Background: an optimization exercise with open tools, aiming at small area. Do not read the settings as production practice.
In this exercise RTL edits were held to simulation tests only and were not proved equivalent to the original.
Power figures rest on the tool's default switching activity, not on a simulated workload.

==> inputs of v23 <==
## alarm_clock
module alarm_clock (output [4:0]  BEEPING,
                    output [13:0] HH_clock,
                    output [13:0] MM_clock,
                    output [13:0] SS_clock,
                    input         reset,
                    input         clk,
                    input  [6:0]  set_time,
                    input  [2:0]  set_H_M_S,
                    input  [4:0]  five_alarm,
                    input         change_real_time,
                    input         see_alarm_time);
    reg [3:0] p;
    always @(posedge clk, posedge reset)
        if (reset) p <= 4'd0;
        else       p <= (p[3] & p[0]) ? 4'd0 : p + 4'd1;
    wire tick = p[2] & ~p[1] & ~p[0];
    wire sel_h  = (set_H_M_S == 3'b011);
    wire sel_s  = (set_H_M_S == 3'b110);
    wire sel_n  = (set_H_M_S == 3'b111);
    wire le23   = (set_time <= 7'h23);
    wire le59   = (set_time <= 7'h59);
    wire wr_h   = sel_h & le23;
    wire wr_s   = sel_s & le59;
    wire wr_m   = ~sel_h & ~sel_s & ~sel_n & le59;
    reg [3:0] su, mu, hu;
    reg [2:0] st, mt;
    reg [1:0] ht;
    wire s9  = (su == 4'd9);
    wire s59 = s9 & (st == 3'd5);
    wire m9  = (mu == 4'd9);
    wire m59 = m9 & (mt == 3'd5);
    wire h23 = (ht == 2'd2) & (hu == 4'd3);
    wire [3:0] hu1 = hu + 4'd1;
    wire hcy = s59 & m59;
    wire [3:0] n_su = s9 ? 4'd0 : su + 4'd1;
    wire [2:0] n_st = s59 ? 3'd0 : (s9 ? st + 3'd1 : st);
    wire [3:0] n_mu = s59 ? (m9 ? 4'd0 : mu + 4'd1) : mu;
    wire [2:0] n_mt = hcy ? 3'd0 : ((s59 & m9) ? mt + 3'd1 : mt);
    wire [3:0] n_hu = hcy ? ((h23 | (hu == 4'd9)) ? 4'd0 : hu1) : hu;
    wire [1:0] n_ht = hcy ? (h23 ? 2'd0 : ((hu == 4'd9) | (hu == 4'd15)) ? ht + 2'd1 : ht) : ht;
    wire [1:0] c_ht = hcy ? (h23 ? 2'd0 : (hu == 4'd9) ? ht + 2'd1 : ht) : ht;
    wire rt_wr = change_real_time & (wr_h | wr_s | wr_m);
    always @(posedge clk, posedge reset)
        if (reset) begin
            su <= 0; st <= 0; mu <= 0; mt <= 0; hu <= 0; ht <= 0;
        end else if (tick) begin
            if (rt_wr) begin
  ...
clock: 10.0 ns
lec_check: 0
cap_margin: 20
core_margin: 2
core_utilization: 40
place_density: 0.6
slew_margin: 20
standard.sh (not shown) runs the stock make flow with config.mk's settings and CLKGATE_MAP_FILE= SYNTH_SCRIPT=/design/flow/synth_recipe.tcl, a recipe that flattens the netlist after the stock synthesis.
==> flow/flow/run.sh <==
#!/bin/bash
# Own layout flow: the standard ORFS flow (standard.sh) with
#  - an area-oriented ABC mapping script and no half/full-adder cell extraction,
#  - port buffers of the smallest buffer cell (every port is still buffered),
#  - clock tree built of clkbuf_8 without dummy loads.
# Each tool's full output is in make.log and ORFS's per-step logs under orfs/logs/.
set -euo pipefail
W=$PWD
rm -rf "$W/scripts_mod"
cp -r "$FLOW_HOME/scripts" "$W/scripts_mod"
cp "$W/flow/abc_area.script" "$W/scripts_mod/abc_area.script"
CTS="-sink_clustering_enable -repair_clock_nets -dont_use_dummy_load -buf_list sky130_fd_sc_hd__clkbuf_8 -sink_clustering_size 24 -sink_clustering_max_diameter 100"
bash "$W/standard.sh" \
    "SCRIPTS_DIR=$W/scripts_mod" \
    ABC_AREA=1 \
    ADDER_MAP_FILE= \
    "BUFFER_PORTS_ARGS=-buffer_cell sky130_fd_sc_hd__buf_1" \
    "CTS_ARGS=$CTS" \
    finish > "$W/make.log" 2>&1
==> flow/flow/abc_area.script <==
strash
dch
amap
&get -n
&st
&dch
&nf -R 1000
&put
mfs2
strash
dch
amap
topo
==> v19 (differences from v23) <==
==> flow/run.sh (new file) <==
#!/bin/bash
# synth_recipe.tcl (not shown) runs the flow's synth.tcl, then flattens the netlist and writes it again
# the make line also repeats each setting of config.mk as NAME=value (left out here)
make -C /OpenROAD-flow-scripts/flow DESIGN_CONFIG=/design/flow/config.mk WORK_HOME=/design/flow/orfs CLKGATE_MAP_FILE= SYNTH_SCRIPT=/design/flow/synth_recipe.tcl finish
removed: flow/flow/run.sh
removed: flow/flow/abc_area.script
removed: flow/standard.sh
==> comparison table <==
|  | v23 | v19 |
|---|---|---|
| Multi-In Gates | 647 | 828 |
| Met1 Track Usage GR | 36.6% | 31.1% |
| Die extent in y | 150 um | 164 um |
| Worst Hold Depth | 2 | 1 |
| Worst skew pair latency | 0.48 ns | 0.44 ns |
| Wire length per cell | 20.7 um | 20.7 um |
| Stages on the worst setup path | 12 | 11 |
| RD Place Congestion | 0.942 | 0.893 |
| GR Util met2 | 39.9% | 37.4% |
| Clock Tree Root | clkbuf_8 | clkbuf_16 |
| Worst setup timing slack at the placement stage | 3.05 ns | 2.75 ns |
| Endpoint of the worst register-to-register path | al[3].U[2]$_DFFE_PP0P_ | al[4].U[0]$_DFFE_PP0P_ |
| Seq pwr | 0.786 mW | 0.818 mW |
| Lkg Pwr | 3.35 nW | 4.83 nW |
| Combinational logic power | 0.612 mW | 0.768 mW |
| Peak Freq | 0.141 GHz | 0.137 GHz |
| Detailed Place HPWL | 20600 um | 21800 um |
| Average size of a mapped cell | 8.34 um2 | 9.47 um2 |
| Share of total power in combinational logic | 34.7% | 34.8% |
| Worst setup startpoint | five_alarm[4] | five_alarm[0] |
| Status | finished clean | finished clean |

-- what the ideal ports hide --
The flow's constraints put no driver on any port. The routed layouts listed below were extracted and timed again, unchanged, in two steps. Step 1 (the two cells are an assumption about what drives the block):
set clk [get_ports {clk}]
set_driving_cell -lib_cell sky130_fd_sc_hd__clkbuf_16 $clk
set_driving_cell -lib_cell sky130_fd_sc_hd__buf_2 [delete_from_list [all_inputs] $clk]
Step 2 adds t to the input delays and takes it off the output delays; t is the mean of the earliest and latest rising clock arrival at the registers after step 1. Input paths then give back, and output paths get back, about the clock's delay inside the block. a / b / c = ideal ports / drivers / drivers and shift; a / b = the first two.
| run | t (ns) | setup WS [ns] | worst setup path after step 2 | latest minus earliest clock arrival (ns) | cell pins on the clock port's net |
|---|---|---|---|---|---|
| v23 | 0.501 | 2.889 / 2.866 / 2.866 | input to output | 0.034 / 0.034 | 1 |
| v19 | 0.477 | 2.677 / 2.652 / 2.652 | input to output | 0.010 / 0.010 | 1 |
After both steps every run listed still meets setup and hold. The setup slack of v19, which loses most, moves by -0.025 ns with the drivers and by -0.025 ns with both steps.
